From an optimization exercise on the open Yosys and OpenROAD flow, aimed at low power; shortcuts taken in it are not production practice.
Only simulation tests tie the RTL to the original design; equivalence was not proved.

**flow/constraint.sdc**
```tcl
create_clock -name core_clock -period 9.0 [get_ports {clk}]
set_input_delay 1.8000 -clock core_clock [delete_from_list [all_inputs] [get_ports {clk}]]
set_output_delay 1.8000 -clock core_clock [all_outputs]
set_load 0.01 [all_outputs]
```
**flow/config.mk**
```make
export PLATFORM = sky130hd
export DESIGN_NAME = pipeline_md5
export DESIGN_NICKNAME = pipeline_md5
export VERILOG_FILES = /design/flow/design.v
export SDC_FILE = /design/flow/constraint.sdc
export NUM_CORES = 8
export LEC_CHECK = 0
export CAP_MARGIN = 20
export CORE_MARGIN = 2
export CORE_UTILIZATION = 40
export SLEW_MARGIN = 20
```
**flow/design.v**
```verilog
module pipeline_md5(
    input clk,
    input [63:0] num,
    output reg [127:0] answer,
    output reg [63:0] currnum
    );
function [31:0] add_bk(input [31:0] a, input [31:0] b);
  reg [31:0] G, P, p0; integer i, s;
  begin
    p0 = a ^ b; G = a & b; P = p0;
    for (s = 1; s < 32; s = s * 2)
      for (i = 2 * s - 1; i < 32; i = i + 2 * s) begin
        G[i] = G[i] | (P[i] & G[i - s]); P[i] = P[i] & P[i - s];
      end
    for (s = 8; s >= 1; s = s / 2)
      for (i = 3 * s - 1; i < 32; i = i + 2 * s) begin
        G[i] = G[i] | (P[i] & G[i - s]); P[i] = P[i] & P[i - s];
      end
    add_bk = p0 ^ {G[30:0], 1'b0};
  end
endfunction
function [31:0] add_rc(input [31:0] a, input [31:0] b);
  reg c; integer i; reg [31:0] y;
  begin
    c = 1'b0;
    for (i = 0; i < 32; i = i + 1) begin
      y[i] = a[i] ^ b[i] ^ c;
      c = (a[i] & b[i]) | (a[i] & c) | (b[i] & c);
    end
    add_rc = y;
  end
endfunction
function [31:0] add3_bk(input [31:0] a, input [31:0] b, input [31:0] k);
  begin
    add3_bk = add_bk(a ^ b ^ k, {(a[30:0] & b[30:0]) | (a[30:0] & k[30:0]) | (b[30:0] & k[30:0]), 1'b0});
  end
endfunction
function [31:0] add3_ks(input [31:0] a, input [31:0] b, input [31:0] k);
  begin
    add3_ks = a + b + k;
  end
endfunction
function [31:0] add_sk(input [31:0] a, input [31:0] b);
  reg [31:0] G, P, p0; integer i, l, j;
  begin
    p0 = a ^ b; G = a & b; P = p0;
    for (l = 0; l < 5; l = l + 1)
      for (i = 0; i < 32; i = i + 1)
        if ((i >> l) & 1) begin
          j = ((i >> l) << l) - 1;
          G[i] = G[i] | (P[i] & G[j]); P[i] = P[i] & P[j];
        end
    add_sk = p0 ^ {G[30:0], 1'b0};
  end
endfunction
function [31:0] add_hc(input [31:0] a, input [31:0] b);
  reg [31:0] G, P, p0; integer i, s;
  begin
    p0 = a ^ b; G = a & b; P = p0;
    for (s = 1; s < 32; s = s * 2)
      for (i = 31; i >= 1; i = i - 1)
        if ((i & 1) && i - s >= 0) begin
          G[i] = G[i] | (P[i] & G[i - s]); P[i] = P[i] & P[i - s];
        end
    for (i = 2; i < 32; i = i + 2) begin
      G[i] = G[i] | (P[i] & G[i - 1]); P[i] = P[i] & P[i - 1];
    end
    add_hc = p0 ^ {G[30:0], 1'b0};
  end
endfunction
function [31:0] add_pr(input [31:0] a, input [31:0] b);
  reg [31:0] p, g; reg [32:0] c; integer i;
  begin
    p = a ^ b; g = a & b; c[0] = 1'b0;
    for (i = 0; i < 32; i = i + 1) c[i + 1] = g[i] | (p[i] & c[i]);
    add_pr = p ^ c[31:0];
  end
endfunction
function [31:0] add_bkpg(input [31:0] p0, input [31:0] g0);
  reg [31:0] G, P; integer i, s;
  begin
    G = g0; P = p0;
    for (s = 1; s < 32; s = s * 2)
      for (i = 2 * s - 1; i < 32; i = i + 2 * s) begin
        G[i] = G[i] | (P[i] & G[i - s]); P[i] = P[i] & P[i - s];
      end
    for (s = 8; s >= 1; s = s / 2)
      for (i = 3 * s - 1; i < 32; i = i + 2 * s) begin
        G[i] = G[i] | (P[i] & G[i - s]); P[i] = P[i] & P[i - s];
      end
    add_bkpg = p0 ^ {G[30:0], 1'b0};
  end
endfunction
reg [31:0] b0_n;   
wire [31:0] b0 = ~b0_n;
reg [31:0] u0;
reg [63:0] n0;
reg [31:0] b1_n;   
wire [31:0] b1 = ~b1_n;
reg [31:0] c1;
reg [31:0] u1;
reg [63:0] n1;
reg [31:0] b2_n;   
wire [31:0] b2 = ~b2_n;
reg [31:0] c2;
reg [31:0] d2;
reg [31:0] u2;
reg [63:0] n2;
reg [31:0] b3_n;   
wire [31:0] b3 = ~b3_n;
reg [31:0] c3;
reg [31:0] d3;
reg [31:0] u3;
reg [63:0] n3;
reg [31:0] b4_n;   
wire [31:0] b4 = ~b4_n;
reg [31:0] c4;
reg [31:0] d4;
reg [31:0] u4;
reg [63:0] n4;
reg [31:0] b5_n;   
wire [31:0] b5 = ~b5_n;
reg [31:0] c5;
reg [31:0] d5;
reg [31:0] u5;
reg [63:0] n5;
reg [31:0] b6_n;   
wire [31:0] b6 = ~b6_n;
reg [31:0] c6;
reg [31:0] d6;
reg [31:0] u6;
reg [63:0] n6;
reg [31:0] b7_n;   
wire [31:0] b7 = ~b7_n;
reg [31:0] c7;
reg [31:0] d7;
reg [31:0] u7;
reg [63:0] n7;
reg [31:0] b8_n;   
wire [31:0] b8 = ~b8_n;
reg [31:0] c8;
reg [31:0] d8;
reg [31:0] u8;
reg [63:0] n8;
reg [31:0] b9_n;   
wire [31:0] b9 = ~b9_n;
reg [31:0] c9;
reg [31:0] d9;
reg [31:0] u9;
reg [63:0] n9;
reg [31:0] b10_n;   
wire [31:0] b10 = ~b10_n;
reg [31:0] c10;
reg [31:0] d10;
reg [31:0] u10;
reg [63:0] n10;
reg [31:0] b11_n;   
wire [31:0] b11 = ~b11_n;
reg [31:0] c11;
reg [31:0] d11;
reg [31:0] u11;
reg [63:0] n11;
reg [31:0] b12_n;   
wire [31:0] b12 = ~b12_n;
reg [31:0] c12;
reg [31:0] d12;
reg [31:0] u12;
reg [63:0] n12;
reg [31:0] b13_n;   
wire [31:0] b13 = ~b13_n;
reg [31:0] c13;
reg [31:0] d13;
reg [31:0] u13;
reg [63:0] n13;
reg [31:0] b14_n;   
wire [31:0] b14 = ~b14_n;
reg [31:0] c14;
reg [31:0] d14;
reg [31:0] u14;
reg [63:0] n14;
reg [31:0] b15_n;   
wire [31:0] b15 = ~b15_n;
reg [31:0] c15;
reg [31:0] d15;
reg [31:0] u15;
reg [63:0] n15;
reg [31:0] b16_n;   
wire [31:0] b16 = ~b16_n;
reg [31:0] c16;
reg [31:0] d16;
reg [31:0] u16;
reg [63:0] n16;
reg [31:0] b17_n;   
wire [31:0] b17 = ~b17_n;
reg [31:0] c17;
reg [31:0] d17;
reg [31:0] u17;
reg [63:0] n17;
reg [31:0] b18_n;   
wire [31:0] b18 = ~b18_n;
reg [31:0] c18;
reg [31:0] d18;
reg [31:0] u18;
reg [63:0] n18;
reg [31:0] b19_n;   
wire [31:0] b19 = ~b19_n;
reg [31:0] c19;
reg [31:0] d19;
reg [31:0] u19;
reg [63:0] n19;
reg [31:0] b20_n;   
wire [31:0] b20 = ~b20_n;
reg [31:0] c20;
reg [31:0] d20;
reg [31:0] u20;
reg [63:0] n20;
reg [31:0] b21_n;   
wire [31:0] b21 = ~b21_n;
reg [31:0] c21;
reg [31:0] d21;
reg [31:0] u21;
reg [63:0] n21;
reg [31:0] b22_n;   
wire [31:0] b22 = ~b22_n;
reg [31:0] c22;
reg [31:0] d22;
reg [31:0] u22;
reg [63:0] n22;
reg [31:0] b23_n;   
wire [31:0] b23 = ~b23_n;
reg [31:0] c23;
reg [31:0] d23;
reg [31:0] u23;
reg [63:0] n23;
reg [31:0] b24_n;   
wire [31:0] b24 = ~b24_n;
reg [31:0] c24;
reg [31:0] d24;
reg [31:0] u24;
reg [63:0] n24;
reg [31:0] b25_n;   
wire [31:0] b25 = ~b25_n;
reg [31:0] c25;
reg [31:0] d25;
reg [31:0] u25;
reg [63:0] n25;
reg [31:0] b26_n;   
wire [31:0] b26 = ~b26_n;
reg [31:0] c26;
reg [31:0] d26;
reg [31:0] u26;
reg [63:0] n26;
reg [31:0] b27_n;   
wire [31:0] b27 = ~b27_n;
reg [31:0] c27;
reg [31:0] d27;
reg [31:0] u27;
reg [63:0] n27;
reg [31:0] b28_n;   
wire [31:0] b28 = ~b28_n;
reg [31:0] c28;
reg [31:0] d28;
reg [31:0] u28;
reg [63:0] n28;
reg [31:0] b29_n;   
wire [31:0] b29 = ~b29_n;
reg [31:0] c29;
reg [31:0] d29;
reg [31:0] u29;
reg [63:0] n29;
reg [31:0] b30_n;   
wire [31:0] b30 = ~b30_n;
reg [31:0] c30;
reg [31:0] d30;
reg [31:0] u30;
reg [63:0] n30;
reg [31:0] b31_n;   
wire [31:0] b31 = ~b31_n;
reg [31:0] c31;
reg [31:0] x31_n;   
wire [31:0] x31 = ~x31_n;
reg [31:0] u31;
reg [63:0] n31;
reg [31:0] b32_n;   
wire [31:0] b32 = ~b32_n;
reg [31:0] c32;
reg [31:0] x32_n;   
wire [31:0] x32 = ~x32_n;
reg [31:0] u32;
reg [63:0] n32;
reg [31:0] b33_n;   
wire [31:0] b33 = ~b33_n;
reg [31:0] c33;
reg [31:0] x33_n;   
wire [31:0] x33 = ~x33_n;
reg [31:0] u33;
reg [63:0] n33;
reg [31:0] b34_n;   
wire [31:0] b34 = ~b34_n;
reg [31:0] c34;
reg [31:0] x34_n;   
wire [31:0] x34 = ~x34_n;
reg [31:0] u34;
reg [63:0] n34;
reg [31:0] b35_n;   
wire [31:0] b35 = ~b35_n;
reg [31:0] c35;
reg [31:0] x35_n;   
wire [31:0] x35 = ~x35_n;
reg [31:0] u35;
reg [63:0] n35;
reg [31:0] b36_n;   
wire [31:0] b36 = ~b36_n;
reg [31:0] c36;
reg [31:0] x36_n;   
wire [31:0] x36 = ~x36_n;
reg [31:0] u36;
reg [63:0] n36;
reg [31:0] b37_n;   
wire [31:0] b37 = ~b37_n;
reg [31:0] c37;
reg [31:0] x37_n;   
wire [31:0] x37 = ~x37_n;
reg [31:0] u37;
reg [63:0] n37;
reg [31:0] b38_n;   
wire [31:0] b38 = ~b38_n;
reg [31:0] c38;
reg [31:0] x38_n;   
wire [31:0] x38 = ~x38_n;
reg [31:0] u38;
reg [63:0] n38;
reg [31:0] b39_n;   
wire [31:0] b39 = ~b39_n;
reg [31:0] c39;
reg [31:0] x39_n;   
wire [31:0] x39 = ~x39_n;
reg [31:0] u39;
reg [63:0] n39;
reg [31:0] b40_n;   
wire [31:0] b40 = ~b40_n;
reg [31:0] c40;
reg [31:0] x40_n;   
wire [31:0] x40 = ~x40_n;
reg [31:0] u40;
reg [63:0] n40;
reg [31:0] b41_n;   
wire [31:0] b41 = ~b41_n;
reg [31:0] c41;
reg [31:0] x41_n;   
wire [31:0] x41 = ~x41_n;
reg [31:0] u41;
reg [63:0] n41;
reg [31:0] b42_n;   
wire [31:0] b42 = ~b42_n;
reg [31:0] c42;
reg [31:0] x42_n;   
wire [31:0] x42 = ~x42_n;
reg [31:0] u42;
reg [63:0] n42;
reg [31:0] b43_n;   
wire [31:0] b43 = ~b43_n;
reg [31:0] c43;
reg [31:0] x43_n;   
wire [31:0] x43 = ~x43_n;
reg [31:0] u43;
reg [63:0] n43;
reg [31:0] b44_n;   
wire [31:0] b44 = ~b44_n;
reg [31:0] c44;
reg [31:0] x44_n;   
wire [31:0] x44 = ~x44_n;
reg [31:0] u44;
reg [63:0] n44;
reg [31:0] b45_n;   
wire [31:0] b45 = ~b45_n;
reg [31:0] c45;
reg [31:0] x45_n;   
wire [31:0] x45 = ~x45_n;
reg [31:0] u45;
reg [63:0] n45;
reg [31:0] b46_n;   
wire [31:0] b46 = ~b46_n;
reg [31:0] c46;
reg [31:0] x46_n;   
wire [31:0] x46 = ~x46_n;
reg [31:0] u46;
reg [63:0] n46;
reg [31:0] b47_n;   
wire [31:0] b47 = ~b47_n;
reg [31:0] c47;
reg [31:0] z47_n;   
wire [31:0] z47 = ~z47_n;
reg [31:0] u47;
reg [63:0] n47;
reg [31:0] b48_n;   
wire [31:0] b48 = ~b48_n;
reg [31:0] c48;
reg [31:0] z48_n;   
wire [31:0] z48 = ~z48_n;
reg [31:0] u48;
reg [63:0] n48;
reg [31:0] b49_n;   
wire [31:0] b49 = ~b49_n;
reg [31:0] c49;
reg [31:0] z49_n;   
wire [31:0] z49 = ~z49_n;
reg [31:0] u49;
reg [63:0] n49;
reg [31:0] b50_n;   
wire [31:0] b50 = ~b50_n;
reg [31:0] c50;
reg [31:0] z50_n;   
wire [31:0] z50 = ~z50_n;
reg [31:0] u50;
reg [63:0] n50;
reg [31:0] b51_n;   
wire [31:0] b51 = ~b51_n;
reg [31:0] c51;
reg [31:0] z51_n;   
wire [31:0] z51 = ~z51_n;
reg [31:0] u51;
reg [63:0] n51;
reg [31:0] b52_n;   
wire [31:0] b52 = ~b52_n;
reg [31:0] c52;
reg [31:0] z52_n;   
wire [31:0] z52 = ~z52_n;
reg [31:0] u52;
reg [63:0] n52;
reg [31:0] b53_n;   
wire [31:0] b53 = ~b53_n;
reg [31:0] c53;
reg [31:0] z53_n;   
wire [31:0] z53 = ~z53_n;
reg [31:0] u53;
reg [63:0] n53;
reg [31:0] b54_n;   
wire [31:0] b54 = ~b54_n;
reg [31:0] c54;
reg [31:0] z54_n;   
wire [31:0] z54 = ~z54_n;
reg [31:0] u54;
reg [63:0] n54;
reg [31:0] b55_n;   
wire [31:0] b55 = ~b55_n;
reg [31:0] c55;
reg [31:0] z55_n;   
wire [31:0] z55 = ~z55_n;
reg [31:0] u55;
reg [63:0] n55;
reg [31:0] b56_n;   
wire [31:0] b56 = ~b56_n;
reg [31:0] c56;
reg [31:0] z56_n;   
wire [31:0] z56 = ~z56_n;
reg [31:0] u56;
reg [63:0] n56;
reg [31:0] b57_n;   
wire [31:0] b57 = ~b57_n;
reg [31:0] c57;
reg [31:0] z57_n;   
wire [31:0] z57 = ~z57_n;
reg [31:0] u57;
reg [63:0] n57;
reg [31:0] b58_n;   
wire [31:0] b58 = ~b58_n;
reg [31:0] c58;
reg [31:0] z58_n;   
wire [31:0] z58 = ~z58_n;
reg [31:0] u58;
reg [63:0] n58;
reg [31:0] b59_n;   
wire [31:0] b59 = ~b59_n;
reg [31:0] c59;
reg [31:0] z59_n;   
wire [31:0] z59 = ~z59_n;
reg [31:0] u59;
reg [63:0] n59;
reg [31:0] b60_n;   
wire [31:0] b60 = ~b60_n;
reg [31:0] c60;
reg [31:0] z60_n;   
wire [31:0] z60 = ~z60_n;
reg [31:0] u60;
reg [63:0] n60;
reg [31:0] b61_n;   
wire [31:0] b61 = ~b61_n;
reg [31:0] c61;
reg [31:0] z61_n;   
wire [31:0] z61 = ~z61_n;
reg [31:0] u61;
reg [63:0] n61;
reg [31:0] b62_n;   
wire [31:0] b62 = ~b62_n;
reg [31:0] c62;
reg [31:0] z62_n;   
wire [31:0] z62 = ~z62_n;
reg [31:0] u62;
reg [63:0] n62;
wire [31:0] t0 = add_bk({num[39:32], num[47:40], num[55:48], num[63:56]}, 32'hd76aa477);
wire [31:0] y0 = add_bk(32'hefcdab89, {t0[24:0], t0[31:25]});
always @(posedge clk) begin
  b0_n <= ~(y0);
  u0 <= add3_bk(32'h10325476, {num[7:0], num[15:8], num[23:16], num[31:24]}, 32'he8c7b756);
  n0 <= num;
end
wire [31:0] f1 = ((b0 & 32'hefcdab89) | (~b0 & 32'h98badcfe));
wire [31:0] t1 = add_bk(u0, f1);
wire [31:0] y1 = add_bk(b0, {t1[19:0], t1[31:20]});
wire [31:0] un1 = add_rc(32'h98badcfe, 32'h2420715b);
always @(posedge clk) begin
  b1_n <= ~(y1);
  c1 <= b0;
  u1 <= un1;
  n1 <= n0;
end
wire [31:0] f2 = ((b1 & c1) | (~b1 & 32'hefcdab89));
wire [31:0] t2 = add_bk(u1, f2);
wire [31:0] y2 = add_bk(b1, {t2[14:0], t2[31:15]});
wire [31:0] un2 = add_rc(32'hefcdab89, 32'hc1bdceee);
always @(posedge clk) begin
  b2_n <= ~(y2);
  c2 <= b1;
  d2 <= c1;
  u2 <= un2;
  n2 <= n1;
end
wire [31:0] f3 = ((b2 & c2) | (~b2 & d2));
wire [31:0] t3 = add_bk(u2, f3);
wire [31:0] y3 = add_bk(b2, {t3[9:0], t3[31:10]});
wire [31:0] un3 = add_rc(d2, 32'hf57c0faf);
always @(posedge clk) begin
  b3_n <= ~(y3);
  c3 <= b2;
  d3 <= c2;
  u3 <= un3;
  n3 <= n2;
end
wire [31:0] f4 = ((b3 & c3) | (~b3 & d3));
wire [31:0] t4 = add_bk(u3, f4);
wire [31:0] y4 = add_bk(b3, {t4[24:0], t4[31:25]});
wire [31:0] un4 = add_rc(d3, 32'h4787c62a);
always @(posedge clk) begin
  b4_n <= ~(y4);
  c4 <= b3;
  d4 <= c3;
  u4 <= un4;
  n4 <= n3;
end
wire [31:0] f5 = ((b4 & c4) | (~b4 & d4));
wire [31:0] t5 = add_bk(u4, f5);
wire [31:0] y5 = add_bk(b4, {t5[19:0], t5[31:20]});
wire [31:0] un5 = add_rc(d4, 32'ha8304613);
always @(posedge clk) begin
  b5_n <= ~(y5);
  c5 <= b4;
  d5 <= c4;
  u5 <= un5;
  n5 <= n4;
end
wire [31:0] f6 = ((b5 & c5) | (~b5 & d5));
wire [31:0] t6 = add_bk(u5, f6);
wire [31:0] y6 = add_bk(b5, {t6[14:0], t6[31:15]});
wire [31:0] un6 = add_rc(d5, 32'hfd469501);
always @(posedge clk) begin
  b6_n <= ~(y6);
  c6 <= b5;
  d6 <= c5;
  u6 <= un6;
  n6 <= n5;
end
wire [31:0] f7 = ((b6 & c6) | (~b6 & d6));
wire [31:0] t7 = add_bk(u6, f7);
wire [31:0] y7 = add_bk(b6, {t7[9:0], t7[31:10]});
wire [31:0] un7 = add_rc(d6, 32'h698098d8);
always @(posedge clk) begin
  b7_n <= ~(y7);
  c7 <= b6;
  d7 <= c6;
  u7 <= un7;
  n7 <= n6;
end
wire [31:0] f8 = ((b7 & c7) | (~b7 & d7));
wire [31:0] t8 = add_bk(u7, f8);
wire [31:0] y8 = add_bk(b7, {t8[24:0], t8[31:25]});
wire [31:0] un8 = add_rc(d7, 32'h8b44f7af);
always @(posedge clk) begin
  b8_n <= ~(y8);
  c8 <= b7;
  d8 <= c7;
  u8 <= un8;
  n8 <= n7;
end
wire [31:0] f9 = ((b8 & c8) | (~b8 & d8));
wire [31:0] t9 = add_bk(u8, f9);
wire [31:0] y9 = add_bk(b8, {t9[19:0], t9[31:20]});
wire [31:0] un9 = add_rc(d8, 32'hffff5bb1);
always @(posedge clk) begin
  b9_n <= ~(y9);
  c9 <= b8;
  d9 <= c8;
  u9 <= un9;
  n9 <= n8;
end
wire [31:0] f10 = ((b9 & c9) | (~b9 & d9));
wire [31:0] t10 = add_bk(u9, f10);
wire [31:0] y10 = add_bk(b9, {t10[14:0], t10[31:15]});
wire [31:0] un10 = add_rc(d9, 32'h895cd7be);
always @(posedge clk) begin
  b10_n <= ~(y10);
  c10 <= b9;
  d10 <= c9;
  u10 <= un10;
  n10 <= n9;
end
wire [31:0] f11 = ((b10 & c10) | (~b10 & d10));
wire [31:0] t11 = add_bk(u10, f11);
wire [31:0] y11 = add_bk(b10, {t11[9:0], t11[31:10]});
wire [31:0] un11 = add_rc(d10, 32'h6b901122);
always @(posedge clk) begin
  b11_n <= ~(y11);
  c11 <= b10;
  d11 <= c10;
  u11 <= un11;
  n11 <= n10;
end
wire [31:0] f12 = ((b11 & c11) | (~b11 & d11));
wire [31:0] t12 = add_bk(u11, f12);
wire [31:0] y12 = add_bk(b11, {t12[24:0], t12[31:25]});
wire [31:0] un12 = add_rc(d11, 32'hfd987193);
always @(posedge clk) begin
  b12_n <= ~(y12);
  c12 <= b11;
  d12 <= c11;
  u12 <= un12;
  n12 <= n11;
end
wire [31:0] f13 = ((b12 & c12) | (~b12 & d12));
wire [31:0] t13 = add_bk(u12, f13);
wire [31:0] y13 = add_bk(b12, {t13[19:0], t13[31:20]});
wire [31:0] un13 = add_rc(d12, 32'ha67943ce);
always @(posedge clk) begin
  b13_n <= ~(y13);
  c13 <= b12;
  d13 <= c12;
  u13 <= un13;
  n13 <= n12;
end
wire [31:0] f14 = ((b13 & c13) | (~b13 & d13));
wire [31:0] t14 = add_bk(u13, f14);
wire [31:0] y14 = add_bk(b13, {t14[14:0], t14[31:15]});
wire [31:0] un14 = add_rc(d13, 32'h49b40821);
always @(posedge clk) begin
  b14_n <= ~(y14);
  c14 <= b13;
  d14 <= c13;
  u14 <= un14;
  n14 <= n13;
end
wire [31:0] f15 = ((b14 & c14) | (~b14 & d14));
wire [31:0] t15 = add_bk(u14, f15);
wire [31:0] y15 = add_bk(b14, {t15[9:0], t15[31:10]});
wire [31:0] un15 = add3_bk(d14, {n14[7:0], n14[15:8], n14[23:16], n14[31:24]}, 32'hf61e2562);
always @(posedge clk) begin
  b15_n <= ~(y15);
  c15 <= b14;
  d15 <= c14;
  u15 <= un15;
  n15 <= n14;
end
wire [31:0] f16 = ((d15 & b15) | (~d15 & c15));
wire [31:0] t16 = add_bk(u15, f16);
wire [31:0] y16 = add_bk(b15, {t16[26:0], t16[31:27]});
wire [31:0] un16 = add_rc(d15, 32'hc040b340);
always @(posedge clk) begin
  b16_n <= ~(y16);
  c16 <= b15;
  d16 <= c15;
  u16 <= un16;
  n16 <= n15;
end
wire [31:0] f17 = ((d16 & b16) | (~d16 & c16));
wire [31:0] t17 = add_bk(u16, f17);
wire [31:0] y17 = add_bk(b16, {t17[22:0], t17[31:23]});
wire [31:0] un17 = add_rc(d16, 32'h265e5a51);
always @(posedge clk) begin
  b17_n <= ~(y17);
  c17 <= b16;
  d17 <= c16;
  u17 <= un17;
  n17 <= n16;
end
wire [31:0] f18 = ((d17 & b17) | (~d17 & c17));
wire [31:0] t18 = add_bk(u17, f18);
wire [31:0] y18 = add_bk(b17, {t18[17:0], t18[31:18]});
wire [31:0] un18 = add3_bk(d17, {n17[39:32], n17[47:40], n17[55:48], n17[63:56]}, 32'he9b6c7aa);
always @(posedge clk) begin
  b18_n <= ~(y18);
  c18 <= b17;
  d18 <= c17;
  u18 <= un18;
  n18 <= n17;
end
wire [31:0] f19 = ((d18 & b18) | (~d18 & c18));
wire [31:0] t19 = add_bk(u18, f19);
wire [31:0] y19 = add_bk(b18, {t19[11:0], t19[31:12]});
wire [31:0] un19 = add_rc(d18, 32'hd62f105d);
always @(posedge clk) begin
  b19_n <= ~(y19);
  c19 <= b18;
  d19 <= c18;
  u19 <= un19;
  n19 <= n18;
end
wire [31:0] f20 = ((d19 & b19) | (~d19 & c19));
wire [31:0] t20 = add_bk(u19, f20);
wire [31:0] y20 = add_bk(b19, {t20[26:0], t20[31:27]});
wire [31:0] un20 = add_rc(d19, 32'h02441453);
always @(posedge clk) begin
  b20_n <= ~(y20);
  c20 <= b19;
  d20 <= c19;
  u20 <= un20;
  n20 <= n19;
end
wire [31:0] f21 = ((d20 & b20) | (~d20 & c20));
wire [31:0] t21 = add_bk(u20, f21);
wire [31:0] y21 = add_bk(b20, {t21[22:0], t21[31:23]});
wire [31:0] un21 = add_rc(d20, 32'hd8a1e681);
always @(posedge clk) begin
  b21_n <= ~(y21);
  c21 <= b20;
  d21 <= c20;
  u21 <= un21;
  n21 <= n20;
end
wire [31:0] f22 = ((d21 & b21) | (~d21 & c21));
wire [31:0] t22 = add_bk(u21, f22);
wire [31:0] y22 = add_bk(b21, {t22[17:0], t22[31:18]});
wire [31:0] un22 = add_rc(d21, 32'he7d3fbc8);
always @(posedge clk) begin
  b22_n <= ~(y22);
  c22 <= b21;
  d22 <= c21;
  u22 <= un22;
  n22 <= n21;
end
wire [31:0] f23 = ((d22 & b22) | (~d22 & c22));
wire [31:0] t23 = add_bk(u22, f23);
wire [31:0] y23 = add_bk(b22, {t23[11:0], t23[31:12]});
wire [31:0] un23 = add_rc(d22, 32'h21e1cde6);
always @(posedge clk) begin
  b23_n <= ~(y23);
  c23 <= b22;
  d23 <= c22;
  u23 <= un23;
  n23 <= n22;
end
wire [31:0] f24 = ((d23 & b23) | (~d23 & c23));
wire [31:0] t24 = add_bk(u23, f24);
wire [31:0] y24 = add_bk(b23, {t24[26:0], t24[31:27]});
wire [31:0] un24 = add_rc(d23, 32'hc3370816);
always @(posedge clk) begin
  b24_n <= ~(y24);
  c24 <= b23;
  d24 <= c23;
  u24 <= un24;
  n24 <= n23;
end
wire [31:0] f25 = ((d24 & b24) | (~d24 & c24));
wire [31:0] t25 = add_bk(u24, f25);
wire [31:0] y25 = add_bk(b24, {t25[22:0], t25[31:23]});
wire [31:0] un25 = add_rc(d24, 32'hf4d50d87);
always @(posedge clk) begin
  b25_n <= ~(y25);
  c25 <= b24;
  d25 <= c24;
  u25 <= un25;
  n25 <= n24;
end
wire [31:0] f26 = ((d25 & b25) | (~d25 & c25));
wire [31:0] t26 = add_bk(u25, f26);
wire [31:0] y26 = add_bk(b25, {t26[17:0], t26[31:18]});
wire [31:0] un26 = add_rc(d25, 32'h455a14ed);
always @(posedge clk) begin
  b26_n <= ~(y26);
  c26 <= b25;
  d26 <= c25;
  u26 <= un26;
  n26 <= n25;
end
wire [31:0] f27 = ((d26 & b26) | (~d26 & c26));
wire [31:0] t27 = add_bk(u26, f27);
wire [31:0] y27 = add_bk(b26, {t27[11:0], t27[31:12]});
wire [31:0] un27 = add_rc(d26, 32'ha9e3e905);
always @(posedge clk) begin
  b27_n <= ~(y27);
  c27 <= b26;
  d27 <= c26;
  u27 <= un27;
  n27 <= n26;
end
wire [31:0] f28 = ((d27 & b27) | (~d27 & c27));
wire [31:0] t28 = add_bk(u27, f28);
wire [31:0] y28 = add_bk(b27, {t28[26:0], t28[31:27]});
wire [31:0] un28 = add_rc(d27, 32'hfcefa478);
always @(posedge clk) begin
  b28_n <= ~(y28);
  c28 <= b27;
  d28 <= c27;
  u28 <= un28;
  n28 <= n27;
end
wire [31:0] f29 = ((d28 & b28) | (~d28 & c28));
wire [31:0] t29 = add_bk(u28, f29);
wire [31:0] y29 = add_bk(b28, {t29[22:0], t29[31:23]});
wire [31:0] un29 = add_rc(d28, 32'h676f02d9);
always @(posedge clk) begin
  b29_n <= ~(y29);
  c29 <= b28;
  d29 <= c28;
  u29 <= un29;
  n29 <= n28;
end
wire [31:0] f30 = ((d29 & b29) | (~d29 & c29));
wire [31:0] t30 = add_bk(u29, f30);
wire [31:0] y30 = add_bk(b29, {t30[17:0], t30[31:18]});
wire [31:0] un30 = add_rc(d29, 32'h8d2a4c8a);
always @(posedge clk) begin
  b30_n <= ~(y30);
  c30 <= b29;
  d30 <= c29;
  u30 <= un30;
  n30 <= n29;
end
wire [31:0] f31 = ((d30 & b30) | (~d30 & c30));
wire [31:0] t31 = add_bk(u30, f31);
wire [31:0] y31 = add_bk(b30, {t31[11:0], t31[31:12]});
wire [31:0] un31 = add_rc(d30, 32'hfffa3942);
always @(posedge clk) begin
  b31_n <= ~(y31);
  c31 <= b30;
  x31_n <= ~(b30 ^ c30);
  u31 <= un31;
  n31 <= n30;
end
wire [31:0] dd32 = x31 ^ c31;
wire [31:0] f32 = (b31 ^ x31);
wire [31:0] t32 = add_bk(u31, f32);
wire [31:0] y32 = add_bk(b31, {t32[27:0], t32[31:28]});
wire [31:0] un32 = add_rc(dd32, 32'h8771f681);
always @(posedge clk) begin
  b32_n <= ~(y32);
  c32 <= b31;
  x32_n <= ~(b31 ^ c31);
  u32 <= un32;
  n32 <= n31;
end
wire [31:0] dd33 = x32 ^ c32;
wire [31:0] f33 = (b32 ^ x32);
wire [31:0] t33 = add_bk(u32, f33);
wire [31:0] y33 = add_bk(b32, {t33[20:0], t33[31:21]});
wire [31:0] un33 = add_rc(dd33, 32'h6d9d6122);
always @(posedge clk) begin
  b33_n <= ~(y33);
  c33 <= b32;
  x33_n <= ~(b32 ^ c32);
  u33 <= un33;
  n33 <= n32;
end
wire [31:0] dd34 = x33 ^ c33;
wire [31:0] f34 = (b33 ^ x33);
wire [31:0] t34 = add_bk(u33, f34);
wire [31:0] y34 = add_bk(b33, {t34[15:0], t34[31:16]});
wire [31:0] un34 = add_rc(dd34, 32'hfde5384c);
always @(posedge clk) begin
  b34_n <= ~(y34);
  c34 <= b33;
  x34_n <= ~(b33 ^ c33);
  u34 <= un34;
  n34 <= n33;
end
wire [31:0] dd35 = x34 ^ c34;
wire [31:0] f35 = (b34 ^ x34);
wire [31:0] t35 = add_bk(u34, f35);
wire [31:0] y35 = add_bk(b34, {t35[8:0], t35[31:9]});
wire [31:0] un35 = add3_bk(dd35, {n34[7:0], n34[15:8], n34[23:16], n34[31:24]}, 32'ha4beea44);
always @(posedge clk) begin
  b35_n <= ~(y35);
  c35 <= b34;
  x35_n <= ~(b34 ^ c34);
  u35 <= un35;
  n35 <= n34;
end
wire [31:0] dd36 = x35 ^ c35;
wire [31:0] f36 = (b35 ^ x35);
wire [31:0] t36 = add_bk(u35, f36);
wire [31:0] y36 = add_bk(b35, {t36[27:0], t36[31:28]});
wire [31:0] un36 = add_rc(dd36, 32'h4bdecfa9);
always @(posedge clk) begin
  b36_n <= ~(y36);
  c36 <= b35;
  x36_n <= ~(b35 ^ c35);
  u36 <= un36;
  n36 <= n35;
end
wire [31:0] dd37 = x36 ^ c36;
wire [31:0] f37 = (b36 ^ x36);
wire [31:0] t37 = add_bk(u36, f37);
wire [31:0] y37 = add_bk(b36, {t37[20:0], t37[31:21]});
wire [31:0] un37 = add_rc(dd37, 32'hf6bb4b60);
always @(posedge clk) begin
  b37_n <= ~(y37);
  c37 <= b36;
  x37_n <= ~(b36 ^ c36);
  u37 <= un37;
  n37 <= n36;
end
wire [31:0] dd38 = x37 ^ c37;
wire [31:0] f38 = (b37 ^ x37);
wire [31:0] t38 = add_bk(u37, f38);
wire [31:0] y38 = add_bk(b37, {t38[15:0], t38[31:16]});
wire [31:0] un38 = add_rc(dd38, 32'hbebfbc70);
always @(posedge clk) begin
  b38_n <= ~(y38);
  c38 <= b37;
  x38_n <= ~(b37 ^ c37);
  u38 <= un38;
  n38 <= n37;
end
wire [31:0] dd39 = x38 ^ c38;
wire [31:0] f39 = (b38 ^ x38);
wire [31:0] t39 = add_bk(u38, f39);
wire [31:0] y39 = add_bk(b38, {t39[8:0], t39[31:9]});
wire [31:0] un39 = add_rc(dd39, 32'h289b7ec6);
always @(posedge clk) begin
  b39_n <= ~(y39);
  c39 <= b38;
  x39_n <= ~(b38 ^ c38);
  u39 <= un39;
  n39 <= n38;
end
wire [31:0] dd40 = x39 ^ c39;
wire [31:0] f40 = (b39 ^ x39);
wire [31:0] t40 = add_bk(u39, f40);
wire [31:0] y40 = add_bk(b39, {t40[27:0], t40[31:28]});
wire [31:0] un40 = add3_bk(dd40, {n39[39:32], n39[47:40], n39[55:48], n39[63:56]}, 32'heaa127fa);
always @(posedge clk) begin
  b40_n <= ~(y40);
  c40 <= b39;
  x40_n <= ~(b39 ^ c39);
  u40 <= un40;
  n40 <= n39;
end
wire [31:0] dd41 = x40 ^ c40;
wire [31:0] f41 = (b40 ^ x40);
wire [31:0] t41 = add_bk(u40, f41);
wire [31:0] y41 = add_bk(b40, {t41[20:0], t41[31:21]});
wire [31:0] un41 = add_rc(dd41, 32'hd4ef3085);
always @(posedge clk) begin
  b41_n <= ~(y41);
  c41 <= b40;
  x41_n <= ~(b40 ^ c40);
  u41 <= un41;
  n41 <= n40;
end
wire [31:0] dd42 = x41 ^ c41;
wire [31:0] f42 = (b41 ^ x41);
wire [31:0] t42 = add_bk(u41, f42);
wire [31:0] y42 = add_bk(b41, {t42[15:0], t42[31:16]});
wire [31:0] un42 = add_rc(dd42, 32'h04881d05);
always @(posedge clk) begin
  b42_n <= ~(y42);
  c42 <= b41;
  x42_n <= ~(b41 ^ c41);
  u42 <= un42;
  n42 <= n41;
end
wire [31:0] dd43 = x42 ^ c42;
wire [31:0] f43 = (b42 ^ x42);
wire [31:0] t43 = add_bk(u42, f43);
wire [31:0] y43 = add_bk(b42, {t43[8:0], t43[31:9]});
wire [31:0] un43 = add_rc(dd43, 32'hd9d4d039);
always @(posedge clk) begin
  b43_n <= ~(y43);
  c43 <= b42;
  x43_n <= ~(b42 ^ c42);
  u43 <= un43;
  n43 <= n42;
end
wire [31:0] dd44 = x43 ^ c43;
wire [31:0] f44 = (b43 ^ x43);
wire [31:0] t44 = add_bk(u43, f44);
wire [31:0] y44 = add_bk(b43, {t44[27:0], t44[31:28]});
wire [31:0] un44 = add_rc(dd44, 32'he6db99e5);
always @(posedge clk) begin
  b44_n <= ~(y44);
  c44 <= b43;
  x44_n <= ~(b43 ^ c43);
  u44 <= un44;
  n44 <= n43;
end
wire [31:0] dd45 = x44 ^ c44;
wire [31:0] f45 = (b44 ^ x44);
wire [31:0] t45 = add_bk(u44, f45);
wire [31:0] y45 = add_bk(b44, {t45[20:0], t45[31:21]});
wire [31:0] un45 = add_rc(dd45, 32'h1fa27cf8);
always @(posedge clk) begin
  b45_n <= ~(y45);
  c45 <= b44;
  x45_n <= ~(b44 ^ c44);
  u45 <= un45;
  n45 <= n44;
end
wire [31:0] dd46 = x45 ^ c45;
wire [31:0] f46 = (b45 ^ x45);
wire [31:0] t46 = add_bk(u45, f46);
wire [31:0] y46 = add_bk(b45, {t46[15:0], t46[31:16]});
wire [31:0] un46 = add_rc(dd46, 32'hc4ac56e5);
always @(posedge clk) begin
  b46_n <= ~(y46);
  c46 <= b45;
  x46_n <= ~(b45 ^ c45);
  u46 <= un46;
  n46 <= n45;
end
wire [31:0] dd47 = x46 ^ c46;
wire [31:0] f47 = (b46 ^ x46);
wire [31:0] t47 = add_bk(u46, f47);
wire [31:0] y47 = add_bk(b46, {t47[8:0], t47[31:9]});
wire [31:0] un47 = add3_bk(dd47, {n46[39:32], n46[47:40], n46[55:48], n46[63:56]}, 32'hf4292244);
always @(posedge clk) begin
  b47_n <= ~(y47);
  c47 <= b46;
  z47_n <= ~(~(b46 ^ c46));
  u47 <= un47;
  n47 <= n46;
end
wire [31:0] dd48 = ~(z47 ^ c47);
wire [31:0] f48 = ((b47 & ~c47) | (~b47 & z47));
wire [31:0] t48 = add_bk(u47, f48);
wire [31:0] y48 = add_bk(b47, {t48[25:0], t48[31:26]});
wire [31:0] un48 = add_rc(dd48, 32'h432aff97);
always @(posedge clk) begin
  b48_n <= ~(y48);
  c48 <= b47;
  z48_n <= ~(~(b47 ^ c47));
  u48 <= un48;
  n48 <= n47;
end
wire [31:0] dd49 = ~(z48 ^ c48);
wire [31:0] f49 = ((b48 & ~c48) | (~b48 & z48));
wire [31:0] t49 = add_bk(u48, f49);
wire [31:0] y49 = add_bk(b48, {t49[21:0], t49[31:22]});
wire [31:0] un49 = add_rc(dd49, 32'hab9423e7);
always @(posedge clk) begin
  b49_n <= ~(y49);
  c49 <= b48;
  z49_n <= ~(~(b48 ^ c48));
  u49 <= un49;
  n49 <= n48;
end
wire [31:0] dd50 = ~(z49 ^ c49);
wire [31:0] f50 = ((b49 & ~c49) | (~b49 & z49));
wire [31:0] t50 = add_bk(u49, f50);
wire [31:0] y50 = add_bk(b49, {t50[16:0], t50[31:17]});
wire [31:0] un50 = add_rc(dd50, 32'hfc93a039);
always @(posedge clk) begin
  b50_n <= ~(y50);
  c50 <= b49;
  z50_n <= ~(~(b49 ^ c49));
  u50 <= un50;
  n50 <= n49;
end
wire [31:0] dd51 = ~(z50 ^ c50);
wire [31:0] f51 = ((b50 & ~c50) | (~b50 & z50));
wire [31:0] t51 = add_bk(u50, f51);
wire [31:0] y51 = add_bk(b50, {t51[10:0], t51[31:11]});
wire [31:0] un51 = add_rc(dd51, 32'h655b59c3);
always @(posedge clk) begin
  b51_n <= ~(y51);
  c51 <= b50;
  z51_n <= ~(~(b50 ^ c50));
  u51 <= un51;
  n51 <= n50;
end
wire [31:0] dd52 = ~(z51 ^ c51);
wire [31:0] f52 = ((b51 & ~c51) | (~b51 & z51));
wire [31:0] t52 = add_bk(u51, f52);
wire [31:0] y52 = add_bk(b51, {t52[25:0], t52[31:26]});
wire [31:0] un52 = add_rc(dd52, 32'h8f0ccc92);
always @(posedge clk) begin
  b52_n <= ~(y52);
  c52 <= b51;
  z52_n <= ~(~(b51 ^ c51));
  u52 <= un52;
  n52 <= n51;
end
wire [31:0] dd53 = ~(z52 ^ c52);
wire [31:0] f53 = ((b52 & ~c52) | (~b52 & z52));
wire [31:0] t53 = add_bk(u52, f53);
wire [31:0] y53 = add_bk(b52, {t53[21:0], t53[31:22]});
wire [31:0] un53 = add_rc(dd53, 32'hffeff47d);
always @(posedge clk) begin
  b53_n <= ~(y53);
  c53 <= b52;
  z53_n <= ~(~(b52 ^ c52));
  u53 <= un53;
  n53 <= n52;
end
wire [31:0] dd54 = ~(z53 ^ c53);
wire [31:0] f54 = ((b53 & ~c53) | (~b53 & z53));
wire [31:0] t54 = add_bk(u53, f54);
wire [31:0] y54 = add_bk(b53, {t54[16:0], t54[31:17]});
wire [31:0] un54 = add3_bk(dd54, {n53[7:0], n53[15:8], n53[23:16], n53[31:24]}, 32'h85845dd1);
always @(posedge clk) begin
  b54_n <= ~(y54);
  c54 <= b53;
  z54_n <= ~(~(b53 ^ c53));
  u54 <= un54;
  n54 <= n53;
end
wire [31:0] dd55 = ~(z54 ^ c54);
wire [31:0] f55 = ((b54 & ~c54) | (~b54 & z54));
wire [31:0] t55 = add_bk(u54, f55);
wire [31:0] y55 = add_bk(b54, {t55[10:0], t55[31:11]});
wire [31:0] un55 = add_rc(dd55, 32'h6fa87e4f);
always @(posedge clk) begin
  b55_n <= ~(y55);
  c55 <= b54;
  z55_n <= ~(~(b54 ^ c54));
  u55 <= un55;
  n55 <= n54;
end
wire [31:0] dd56 = ~(z55 ^ c55);
wire [31:0] f56 = ((b55 & ~c55) | (~b55 & z55));
wire [31:0] t56 = add_bk(u55, f56);
wire [31:0] y56 = add_bk(b55, {t56[25:0], t56[31:26]});
wire [31:0] un56 = add_rc(dd56, 32'hfe2ce6e0);
always @(posedge clk) begin
  b56_n <= ~(y56);
  c56 <= b55;
  z56_n <= ~(~(b55 ^ c55));
  u56 <= un56;
  n56 <= n55;
end
wire [31:0] dd57 = ~(z56 ^ c56);
wire [31:0] f57 = ((b56 & ~c56) | (~b56 & z56));
wire [31:0] t57 = add_bk(u56, f57);
wire [31:0] y57 = add_bk(b56, {t57[21:0], t57[31:22]});
wire [31:0] un57 = add_rc(dd57, 32'ha3014314);
always @(posedge clk) begin
  b57_n <= ~(y57);
  c57 <= b56;
  z57_n <= ~(~(b56 ^ c56));
  u57 <= un57;
  n57 <= n56;
end
wire [31:0] dd58 = ~(z57 ^ c57);
wire [31:0] f58 = ((b57 & ~c57) | (~b57 & z57));
wire [31:0] t58 = add_bk(u57, f58);
wire [31:0] y58 = add_bk(b57, {t58[16:0], t58[31:17]});
wire [31:0] un58 = add_rc(dd58, 32'h4e0811a1);
always @(posedge clk) begin
  b58_n <= ~(y58);
  c58 <= b57;
  z58_n <= ~(~(b57 ^ c57));
  u58 <= un58;
  n58 <= n57;
end
wire [31:0] dd59 = ~(z58 ^ c58);
wire [31:0] f59 = ((b58 & ~c58) | (~b58 & z58));
wire [31:0] t59 = add_bk(u58, f59);
wire [31:0] y59 = add_bk(b58, {t59[10:0], t59[31:11]});
wire [31:0] un59 = add_rc(dd59, 32'hf7537e82);
always @(posedge clk) begin
  b59_n <= ~(y59);
  c59 <= b58;
  z59_n <= ~(~(b58 ^ c58));
  u59 <= un59;
  n59 <= n58;
end
wire [31:0] dd60 = ~(z59 ^ c59);
wire [31:0] f60 = ((b59 & ~c59) | (~b59 & z59));
wire [31:0] t60 = add_bk(u59, f60);
wire [31:0] y60 = add_bk(b59, {t60[25:0], t60[31:26]});
wire [31:0] un60 = add_rc(dd60, 32'hbd3af235);
always @(posedge clk) begin
  b60_n <= ~(y60);
  c60 <= b59;
  z60_n <= ~(~(b59 ^ c59));
  u60 <= un60;
  n60 <= n59;
end
wire [31:0] dd61 = ~(z60 ^ c60);
wire [31:0] f61 = ((b60 & ~c60) | (~b60 & z60));
wire [31:0] t61 = add_bk(u60, f61);
wire [31:0] y61 = add_bk(b60, {t61[21:0], t61[31:22]});
wire [31:0] un61 = add_rc(dd61, 32'h2ad7d33b);
always @(posedge clk) begin
  b61_n <= ~(y61);
  c61 <= b60;
  z61_n <= ~(~(b60 ^ c60));
  u61 <= un61;
  n61 <= n60;
end
wire [31:0] dd62 = ~(z61 ^ c61);
wire [31:0] f62 = ((b61 & ~c61) | (~b61 & z61));
wire [31:0] t62 = add_bk(u61, f62);
wire [31:0] y62 = add_bk(b61, {t62[16:0], t62[31:17]});
wire [31:0] un62 = add_rc(dd62, 32'heb86d391);
always @(posedge clk) begin
  b62_n <= ~(y62);
  c62 <= b61;
  z62_n <= ~(~(b61 ^ c61));
  u62 <= un62;
  n62 <= n61;
end
wire [31:0] dd63 = ~(z62 ^ c62);
wire [31:0] f63 = ((b62 & ~c62) | (~b62 & z62));
wire [31:0] t63 = add_bk(u62, f63);
wire [31:0] y63 = add3_bk(b62, {t63[10:0], t63[31:11]}, 32'hefcdab89);
wire [31:0] fa = add_rc(dd63, 32'h67452301);
wire [31:0] fc = add_rc(b62, 32'h98badcfe);
wire [31:0] fd = add_rc(c62, 32'h10325476);
always @(posedge clk) begin
  answer <= {fa[7:0], fa[15:8], fa[23:16], fa[31:24],
             y63[7:0], y63[15:8], y63[23:16], y63[31:24],
             fc[7:0], fc[15:8], fc[23:16], fc[31:24],
             fd[7:0], fd[15:8], fd[23:16], fd[31:24]};
  currnum <= n62;
end
endmodule
```
**flow/standard.sh**
```bash
#!/bin/bash
# synth_recipe.tcl (not shown) runs the flow's synth.tcl, then flattens the netlist and writes it again
# the make line also repeats each setting of config.mk as NAME=value (left out here)
make -C /OpenROAD-flow-scripts/flow DESIGN_CONFIG=/design/flow/config.mk WORK_HOME=/design/flow/orfs CLKGATE_MAP_FILE= SYNTH_SCRIPT=/design/flow/synth_recipe.tcl "${@:-finish}"
```
**flow/flow/run.sh**
```bash
#!/bin/bash
# The standard layout, with clock tree synthesis told not to add dummy loads
# (the loads only balance the tree, and each one draws clock power) and to
# cluster more flip-flops on each leaf buffer.
set -euo pipefail
export CTS_ARGS="-sink_clustering_enable -repair_clock_nets -dont_use_dummy_load -sink_clustering_size 16 -sink_clustering_max_diameter 50 -buf_list {sky130_fd_sc_hd__clkbuf_8}"
bash standard.sh > standard.log 2>&1
```
==> results of run 1 <==
==> cell usage in the layout (no fill, tap or decap), drive strengths merged, types with 84 or more instances in the layout <==
| master | instances |
|---|---|
| dfxtp | 12100 |
| nand4 | 152 |
| a31oi | 84 |
| a41oi | 137 |
| clkdlybuf4s50 | 256 |
| fa | 2081 |
| o21a | 403 |
| nand2 | 884 |
| nand3 | 297 |
| mux2 | 475 |
| a21oi | 1544 |
| o21ai | 651 |
| inv | 6952 |
| nor2b | 167 |
| xnor2 | 2042 |
| xor2 | 2736 |
| a41o | 85 |
| nor2 | 958 |
| nor3 | 313 |
| clkbuf | 1387 |
| and3 | 99 |
| mux2i | 676 |
| ha | 5729 |
| o21bai | 135 |
| nand2b | 132 |
| a21o | 1181 |
==> critical path, delay by kind of cell, from the launching register on <==
kind / cells / cell delay (ns)
fa+ha+maj: 6 / 2.00
mux: 1 / 0.34
compound gates: 11 / 2.78
buf+inv: 2 / 0.13
xor+xnor: 3 / 0.64
simple gates: 5 / 1.13
flops: 1 / 0.31
==> cells by family (layout without fill, tap and decap cells) <==
kind of cell | Yosys count | after routing | synth area share, %
other | 0 | 52 | 0
xor gates and xnor gates | 4778 | 4778 | 8.64
muxes | 1151 | 1151 | 2.50
AOI/OAI and AO/OA | 4899 | 4899 | 6.69
DFF | 12100 | 12100 | 50.1
adders and majority gates | 7810 | 7810 | 23.4
and+or+nand+nor | 3318 | 3318 | 3.22
buffers and inverters | 6952 | 8618 | 5.39
==> metal layers <==
layer,wire [µm],part of all wire [%]
met5,149,0.011
met2,684000,51
met3,46700,3.5
met4,54900,4.1
met1,564000,42
==> layout make-up <==
type | instances | area (µm²)
multi-input combinational | 22000 | 215000
antenna | 52 | 130
inverter | 6952 | 26100
tap | 16000 | 20100
timing repair buffer | 279 | 2740
fill | 113000 | 682000
clock buffer | 1387 | 19100
sequential | 12100 | 243000
==> path summary, 6_finish.rpt <==
path                        start  slack (ns)                end  cells past startpoint
setup / recovery   d24[0]$_DFF_P_        1.43  b25_n[31]$_DFF_P_                     28
hold / removal    n30[25]$_DFF_P_        0.24    n31[25]$_DFF_P_                      0
setup reg to reg   d24[0]$_DFF_P_        1.43  b25_n[31]$_DFF_P_                     28
hold reg to reg   n30[25]$_DFF_P_        0.24    n31[25]$_DFF_P_                      0
==> per-stage QoR <==
step                util [%]  std cells  instance area (µm²)  hold WS [ns]
finish                  43.5      58800               526000         0.237
global route            43.5      58700               526000         0.231
CTS                     43.5      58700               526000         0.220
detailed placement      41.9      57400               507000         0.312
global placement        41.9      57400               507000         0.310
floorplan                  -      41000               484000         0.310
==> flow_summary.html, run 1 <==
<table>
<tr><th>Metric</th><th>Value</th></tr>
<tr><th colspan="2">Timing</th></tr>
<tr><td>Slew HR</td><td>a little under a quarter</td></tr>
<tr><td>Worst clock skew on the final layout</td><td>0.148 ns</td></tr>
<tr><td>Setup violations, final</td><td>0</td></tr>
<tr><td>Worst Slack Setup Final</td><td>1.43 ns</td></tr>
<tr><td>Max-slew violation total from the final report</td><td>0</td></tr>
<tr><td>RSZ-0062 raised after global routing</td><td>false</td></tr>
<tr><td>Post-layout minimum cycle time</td><td>7.57 ns</td></tr>
<tr><td>Maximum frequency from static timing analysis</td><td>about 130 MHz</td></tr>
<tr><td>Sum Neg Setup Slack</td><td>0 ns</td></tr>
<tr><td>Final cycle utilization of the critical path</td><td>between 80% and 90%</td></tr>
<tr><td>Fin. Hold Viols</td><td>0</td></tr>
<tr><td>Slew at the pin with the worst max-slew slack</td><td>1.14 ns</td></tr>
<tr><th colspan="2">Floorplanning</th></tr>
<tr><td>Floorplan core area</td><td>between 1,000,000 and 1,500,000 µm²</td></tr>
<tr><td>Horiz. Die Dim</td><td>1.10 mm</td></tr>
<tr><td>Total Die Area</td><td>between 1,000,000 and 1,500,000 µm²</td></tr>
<tr><td>Number of top-level design ports</td><td>roughly 260</td></tr>
<tr><td>Standard-cell rows</td><td>a little over 400</td></tr>
<tr><td>Die height</td><td>around 1.1 mm</td></tr>
<tr><td>Initial standard-cell utilization of the core</td><td>about two fifths</td></tr>
<tr><th colspan="2">Job</th></tr>
<tr><td>Count of max-cap constraint violations</td><td>0</td></tr>
<tr><th colspan="2">Synthesis</th></tr>
<tr><td>Ys async rst share</td><td>0%</td></tr>
<tr><td>Number of instances in the synthesized netlist</td><td>~41,000</td></tr>
<tr><td>Area of the mapped netlist</td><td>about 480,000 µm²</td></tr>
<tr><td>Seq cells post-synth</td><td>12,100</td></tr>
<tr><td>Top cell type's share of synthesized area</td><td>about half</td></tr>
<tr><td>Cell accounting for the most synthesized area</td><td>dfxtp_1</td></tr>
<tr><td>Sequential fraction of the synthesis area</td><td>between 50% and 60%</td></tr>
<tr><td>Commonest register cell after synthesis</td><td>dfxtp_1</td></tr>
<tr><td>Library cells used by synthesis</td><td>between 80 and 90</td></tr>
<tr><td>Most numerous cell in the Yosys netlist</td><td>dfxtp_1</td></tr>
<tr><td>Net count of the mapped netlist</td><td>around 50,000</td></tr>
<tr><td>Most numerous cell types in the synthesized netlist</td><td>dfxtp_1 (12,100), inv_1 (6,946), ha_1 (5,729), xor2_1 (2,736), fa_1 (2,081)</td></tr>
<tr><td>Number of flops mapped to enable cells by yosys</td><td>0</td></tr>
<tr><td>Yosys Warn Count</td><td>1</td></tr>
<tr><td>Avg Cell Area, Syn</td><td>between 10 and 15 µm²</td></tr>
<tr><td>Largest cells by area after synthesis</td><td>dfxtp_1 (50%), ha_1 (15%), fa_1 (8.6%)</td></tr>
<tr><th colspan="2">Layout</th></tr>
<tr><td>Synthesis-to-finish area growth</td><td>8.68%</td></tr>
<tr><td>Largest register by flop count</td><td>answer</td></tr>
<tr><td>Nets@finish</td><td>slightly above 50,000</td></tr>
<tr><td>Largest register FFs</td><td>~130</td></tr>
<tr><td>Share of cells above drive strength 1</td><td>4.77%</td></tr>
<tr><th colspan="2">Detailed routing</th></tr>
<tr><td>Drt pass-1 iters</td><td>6</td></tr>
<tr><td>Detail-routed via count per cell</td><td>roughly 4.7</td></tr>
<tr><td>Final WL</td><td>between 1000 and 1500 mm</td></tr>
<tr><td>Iteration-0 DRC count of the detailed router</td><td>about 14,000</td></tr>
<tr><td>Routed wire per std cell</td><td>23.0 µm</td></tr>
<tr><td>Count of vias placed by the detailed router</td><td>approximately 280k</td></tr>
<tr><td>Post-route antenna net violation count</td><td>0</td></tr>
<tr><td>Residual DRC count</td><td>0</td></tr>
<tr><th colspan="2">GRT</th></tr>
<tr><td>Global-route wire length before repair</td><td>1960 mm</td></tr>
<tr><td>Global routing usage on met2</td><td>roughly 40%</td></tr>
<tr><td>GRT met1 Usage</td><td>a little over a quarter</td></tr>
<tr><td>Largest net degree at the start of global routing</td><td>17</td></tr>
<tr><td>Via count of the first global-routing pass</td><td>approximately 300k</td></tr>
<tr><td>GR peak layer</td><td>met2</td></tr>
<tr><td>Initial antenna violation count</td><td>104</td></tr>
<tr><td>Global routing met3 resource utilization</td><td>under 10%</td></tr>
<tr><td>Overall track demand over capacity in global routing</td><td>21.8%</td></tr>
<tr><td>Total congestion overflow after global routing</td><td>0</td></tr>
<tr><th colspan="2">Clock tree</th></tr>
<tr><td>Skew-Pair Late Insertion Delay</td><td>around 1.5 ns</td></tr>
<tr><td>Number of buffers added for setup after CTS</td><td>0</td></tr>
<tr><td>Gates resized, CTS repair</td><td>0</td></tr>
<tr><td>Clock transition at path regs</td><td>0.09 ns</td></tr>
<tr><td>Number of H-tree levels</td><td>7</td></tr>
<tr><td>Clk buf depth</td><td>6</td></tr>
<tr><td>Number of clock sinks</td><td>~12,000</td></tr>
<tr><td>CTS Buf Count</td><td>1,387</td></tr>
<tr><td>Hold buffers post-CTS</td><td>0</td></tr>
<tr><td>CTS tree</td><td>built</td></tr>
<tr><td>CTS Root Buffer Type</td><td>clkbuf_8</td></tr>
<tr><th colspan="2">Hold path</th></tr>
<tr><td>Hold crit path type</td><td>flop to flop</td></tr>
<tr><th colspan="2">Critical path</th></tr>
<tr><td>Crit path max-delay cell type</td><td>o41ai_1</td></tr>
<tr><td>Startpoint Class</td><td>flop</td></tr>
<tr><td>Crit path DAT</td><td>8.84 ns</td></tr>
<tr><td>Element type at the critical path end</td><td>flop</td></tr>
<tr><td>Max FO, Critical Path</td><td>3</td></tr>
<tr><td>Cell repeated most along the worst path</td><td>fa_1</td></tr>
<tr><td>WS Path Type</td><td>flop to flop</td></tr>
<tr><td>Max stage delay on crit path</td><td>between 0.5 and 0.6 ns</td></tr>
<tr><td>Data required time at the worst endpoint</td><td>~10 ns</td></tr>
<tr><th colspan="2">Outcome</th></tr>
<tr><td>Outcome</td><td>no timing/DRC/antenna violations</td></tr>
<tr><th colspan="2">Place</th></tr>
<tr><td>Detailed-placement wirelength estimate</td><td>about 1200 mm</td></tr>
<tr><td>Worst-case setup slack after placement</td><td>1.52 ns</td></tr>
<tr><td>Port-buffer cells</td><td>approximately 260</td></tr>
<tr><td>Gp weighted congestion</td><td>just over 0.9</td></tr>
</table>
==> inputs of run 2 (changes only) <==
==> flow/flow/run.sh (replaced) <==
#!/bin/bash
# The standard layout, with clock tree synthesis told not to add dummy loads
# (the loads only balance the tree, and each one draws clock power) and to
# cluster more flip-flops on each leaf buffer.
set -euo pipefail
export CTS_ARGS="-sink_clustering_enable -repair_clock_nets -dont_use_dummy_load -sink_clustering_size 20 -sink_clustering_max_diameter 50 -buf_list {sky130_fd_sc_hd__clkbuf_8}"
bash standard.sh > standard.log 2>&1
==> flow_summary.html, run 2 <==
<table>
<tr><th>Metric</th><th>Value</th></tr>
<tr><th colspan="2">Synthesis</th></tr>
<tr><td>Seq cells post-synth</td><td>~12,000</td></tr>
<tr><td>Sequential fraction of the synthesis area</td><td>50.1%</td></tr>
<tr><td>Yosys Warn Count</td><td>1</td></tr>
<tr><td>Cell accounting for the most synthesized area</td><td>dfxtp_1</td></tr>
<tr><td>Commonest register cell after synthesis</td><td>dfxtp_1</td></tr>
<tr><td>Largest cells by area after synthesis</td><td>dfxtp_1 (50%), ha_1 (15%), fa_1 (8.6%)</td></tr>
<tr><td>Top cell type's share of synthesized area</td><td>approximately 50%</td></tr>
<tr><td>Library cells used by synthesis</td><td>83</td></tr>
<tr><td>Avg Cell Area, Syn</td><td>between 10 and 15 µm²</td></tr>
<tr><td>Ys async rst share</td><td>0%</td></tr>
<tr><td>Most numerous cell in the Yosys netlist</td><td>dfxtp_1</td></tr>
<tr><td>Net count of the mapped netlist</td><td>between 40,000 and 50,000</td></tr>
<tr><td>Number of flops mapped to enable cells by yosys</td><td>0</td></tr>
<tr><td>Most numerous cell types in the synthesized netlist</td><td>dfxtp_1 (12,100), inv_1 (6,946), ha_1 (5,729), xor2_1 (2,736), fa_1 (2,081)</td></tr>
<tr><td>Number of instances in the synthesized netlist</td><td>41,000</td></tr>
<tr><td>Area of the mapped netlist</td><td>approximately 480,000 µm²</td></tr>
<tr><th colspan="2">GRT</th></tr>
<tr><td>Overall track demand over capacity in global routing</td><td>between 20% and 30%</td></tr>
<tr><td>Initial antenna violation count</td><td>around 110</td></tr>
<tr><td>Global routing met3 resource utilization</td><td>2.31%</td></tr>
<tr><td>GRT met1 Usage</td><td>between 20% and 30%</td></tr>
<tr><td>Largest net degree at the start of global routing</td><td>21</td></tr>
<tr><td>Total congestion overflow after global routing</td><td>0</td></tr>
<tr><td>Via count of the first global-routing pass</td><td>~300k</td></tr>
<tr><td>Global-route wire length before repair</td><td>between 1500 and 2000 mm</td></tr>
<tr><td>GR peak layer</td><td>met2</td></tr>
<tr><td>Global routing usage on met2</td><td>around 40%</td></tr>
<tr><th colspan="2">Floorplanning</th></tr>
<tr><td>Initial standard-cell utilization of the core</td><td>40.1%</td></tr>
<tr><td>Total Die Area</td><td>1,220,000 µm²</td></tr>
<tr><td>Die height</td><td>~1.1 mm</td></tr>
<tr><td>Number of top-level design ports</td><td>around 260</td></tr>
<tr><td>Floorplan core area</td><td>1,210,000 µm²</td></tr>
<tr><td>Horiz. Die Dim</td><td>about 1.1 mm</td></tr>
<tr><td>Standard-cell rows</td><td>~400</td></tr>
<tr><th colspan="2">Timing</th></tr>
<tr><td>Slew HR</td><td>between 30% and 40%</td></tr>
<tr><td>RSZ-0062 raised after global routing</td><td>false</td></tr>
<tr><td>Slew at the pin with the worst max-slew slack</td><td>1.02 ns</td></tr>
<tr><td>Max-slew violation total from the final report</td><td>0</td></tr>
<tr><td>Setup violations, final</td><td>0</td></tr>
<tr><td>Final cycle utilization of the critical path</td><td>a little over four fifths</td></tr>
<tr><td>Fin. Hold Viols</td><td>0</td></tr>
<tr><td>Post-layout minimum cycle time</td><td>between 7 and 8 ns</td></tr>
<tr><td>Sum Neg Setup Slack</td><td>0 ns</td></tr>
<tr><td>Maximum frequency from static timing analysis</td><td>132 MHz</td></tr>
<tr><td>Worst clock skew on the final layout</td><td>0.155 ns</td></tr>
<tr><td>Worst Slack Setup Final</td><td>about 1.4 ns</td></tr>
<tr><td>Fin Hold WS</td><td>~0.24 ns</td></tr>
<tr><th colspan="2">Layout</th></tr>
<tr><td>Synthesis-to-finish area growth</td><td>8.59%</td></tr>
<tr><td>Fillers</td><td>113,000</td></tr>
<tr><td>Nets@finish</td><td>between 50,000 and 60,000</td></tr>
<tr><td>Non-Filler Cell Area, Final</td><td>526,000 µm²</td></tr>
<tr><td>Largest register FFs</td><td>between 100 and 150</td></tr>
<tr><td>Share of cells above drive strength 1</td><td>under 10%</td></tr>
<tr><td>Largest register by flop count</td><td>answer</td></tr>
<tr><td>Commonest cells after routing, fill and taps aside</td><td>dfxtp_1 (12,100), inv_1 (6,946), ha_1 (5,729), xor2_1 (2,736), fa_1 (2,081)</td></tr>
<tr><td>Total area of sequential cells</td><td>roughly 240,000 µm²</td></tr>
<tr><td>Final instance count without filler cells</td><td>58,800</td></tr>
<tr><td>Area taken by multi-input logic gates</td><td>215,000 µm²</td></tr>
<tr><td>Most common cell after layout, fill and taps aside</td><td>dfxtp_1</td></tr>
<tr><th colspan="2">Critical path</th></tr>
<tr><td>Data required time at the worst endpoint</td><td>around 10 ns</td></tr>
<tr><td>Element type at the critical path end</td><td>flop</td></tr>
<tr><td>Crit path DAT</td><td>just under 9 ns</td></tr>
<tr><td>Startpoint Class</td><td>flop</td></tr>
<tr><td>Reg2Reg Setup Slack</td><td>1.44 ns</td></tr>
<tr><td>WS Path Type</td><td>flop to flop</td></tr>
<tr><td>Max FO, Critical Path</td><td>4</td></tr>
<tr><th colspan="2">Place</th></tr>
<tr><td>Gp weighted congestion</td><td>0.934</td></tr>
<tr><td>Standard cell area after detailed placement</td><td>roughly 510,000 µm²</td></tr>
<tr><td>Port-buffer cells</td><td>~260</td></tr>
<tr><td>Worst-case setup slack after placement</td><td>between 1.5 and 2 ns</td></tr>
<tr><td>Detailed-placement wirelength estimate</td><td>approximately 1200 mm</td></tr>
<tr><td>Placed cells</td><td>between 50,000 and 60,000</td></tr>
<tr><th colspan="2">Clock tree</th></tr>
<tr><td>Clk buf depth</td><td>6</td></tr>
<tr><td>Number of clock sinks</td><td>12,100</td></tr>
<tr><td>Hold buffers post-CTS</td><td>0</td></tr>
<tr><td>CTS Buf Count</td><td>around 1,400</td></tr>
<tr><td>Number of H-tree levels</td><td>7</td></tr>
<tr><td>Gates resized, CTS repair</td><td>0</td></tr>
<tr><td>CTS tree</td><td>built</td></tr>
<tr><td>Number of buffers added for setup after CTS</td><td>0</td></tr>
<tr><td>Skew-Pair Late Insertion Delay</td><td>1.48 ns</td></tr>
<tr><td>CTS Root Buffer Type</td><td>clkbuf_8</td></tr>
<tr><td>Clock transition at path regs</td><td>0.10 ns</td></tr>
<tr><th colspan="2">Detailed routing</th></tr>
<tr><td>Post-route antenna net violation count</td><td>0</td></tr>
<tr><td>Iteration-0 DRC count of the detailed router</td><td>between 10,000 and 15,000</td></tr>
<tr><td>Final WL</td><td>roughly 1300 mm</td></tr>
<tr><td>Drt pass-1 iters</td><td>6</td></tr>
<tr><td>Routed wire per std cell</td><td>between 20 and 25 µm</td></tr>
<tr><td>Residual DRC count</td><td>0</td></tr>
<tr><td>Detail-routed via count per cell</td><td>4.75</td></tr>
<tr><td>Count of vias placed by the detailed router</td><td>between 200k and 300k</td></tr>
<tr><th colspan="2">Job</th></tr>
<tr><td>Count of max-cap constraint violations</td><td>0</td></tr>
<tr><th colspan="2">Hold path</th></tr>
<tr><td>Hold crit path type</td><td>flop to flop</td></tr>
<tr><th colspan="2">Outcome</th></tr>
<tr><td>Outcome</td><td>no timing/DRC/antenna violations</td></tr>
</table>
==> run 2: cell families (layout without fill, tap and decap cells) <==
kind of cell	after synthesis	in the layout	share of synthesized area [%]
xor gates and xnor gates	4778	4778	8.64
other	0	49	0
AOI/OAI and AO/OA	4899	4899	6.69
muxes	1151	1151	2.50
adders and majority gates	7810	7810	23.4
buffers and inverters	6952	8585	5.39
DFF	12100	12100	50.1
and+or+nand+nor	3318	3318	3.22
==> run 2: layout make-up <==
| class | count | area share, % |
|---|---|---|
| Sequential cell | 12100 | 46.2 |
| Multi-Input combinational cell | 22000 | 41.0 |
| Inverter | 6952 | 4.96 |
| Tap cell | 16000 | 3.82 |
| Clock buffer | 1354 | 3.54 |
| Timing Repair Buffer | 279 | 0.520 |
| Antenna cell | 49 | 0.0233 |
==> run 2: worst max-delay path: stages, from the launching register on <==
cell	delay, ns
dfxtp_1	0.32
mux2_2	0.22
ha_1	0.14
inv_1	0.05
fa_1	0.40
nor2b_1	0.11
o21ai_0	0.10
o211a_1	0.26
o21ai_1	0.55
o31ai_1	0.27
o211a_1	0.29
a211o_1	0.31
o21a_1	0.21
fa_1	0.37
xor2_1	0.17
xor2_1	0.81
ha_1	0.38
o21ai_0	0.17
a32oi_1	0.16
a31o_2	0.37
o31a_1	0.34
a41o_1	0.30
o41ai_2	0.44
o21a_1	0.22
fa_1	0.18
xor2_1	0.17
xnor2_1	0.13
==> run 2: per-stage QoR <==
step / utilization, %
global route: 43.5
floorplan: -
global placement: 41.9
finish: 43.5
CTS: 43.5
detailed placement: 41.9
==> run 2: worst paths after layout <==
| path | to | cells after the start | startpoint |
|---|---|---|---|
| worst max-delay path | b4_n[31]$_DFF_P_ | 26 | b3_n[0]$_DFF_P_ |
| worst max register to register | b4_n[31]$_DFF_P_ | 26 | b3_n[0]$_DFF_P_ |
| worst min register to register | n43[1]$_DFF_P_ | 0 | n42[1]$_DFF_P_ |
| worst min-delay path | n43[1]$_DFF_P_ | 0 | n42[1]$_DFF_P_ |
==> run 2: per-layer routing <==
| metal | share of wire [%] | up-vias |
|---|---|---|
| met5 | 0.0079 | - |
| met2 | 51 | 5568 |
| li1 | - | 135000 |
| met3 | 3.5 | 2399 |
| met1 | 42 | 136000 |
| met4 | 4.2 | 16 |

port drivers added, routing unchanged:
Ports are ideal in the flow. The routed layouts listed here were re-timed in OpenROAD.
Step 1, drivers: a clkbuf_16 drives clk and a buf_2 each remaining input, both assumed.
Step 2 moves the port delays by t, midway between the first and last clock arrival at a register: inputs arrive t later, outputs are due t later. That takes back most of the time a late clock gives input paths.
a / b / c = no drivers / after step 1 / after step 2; a / b = the first two.
run	t, ns	setup WS [ns]	hold slack, ns
run 1	1.585	1.431 / 1.431 / 1.431	0.237 / 0.237 / 0.237
run 2	1.582	1.438 / 1.438 / 1.438	0.236 / 0.236 / 0.236
After both steps every run listed still meets setup and hold.
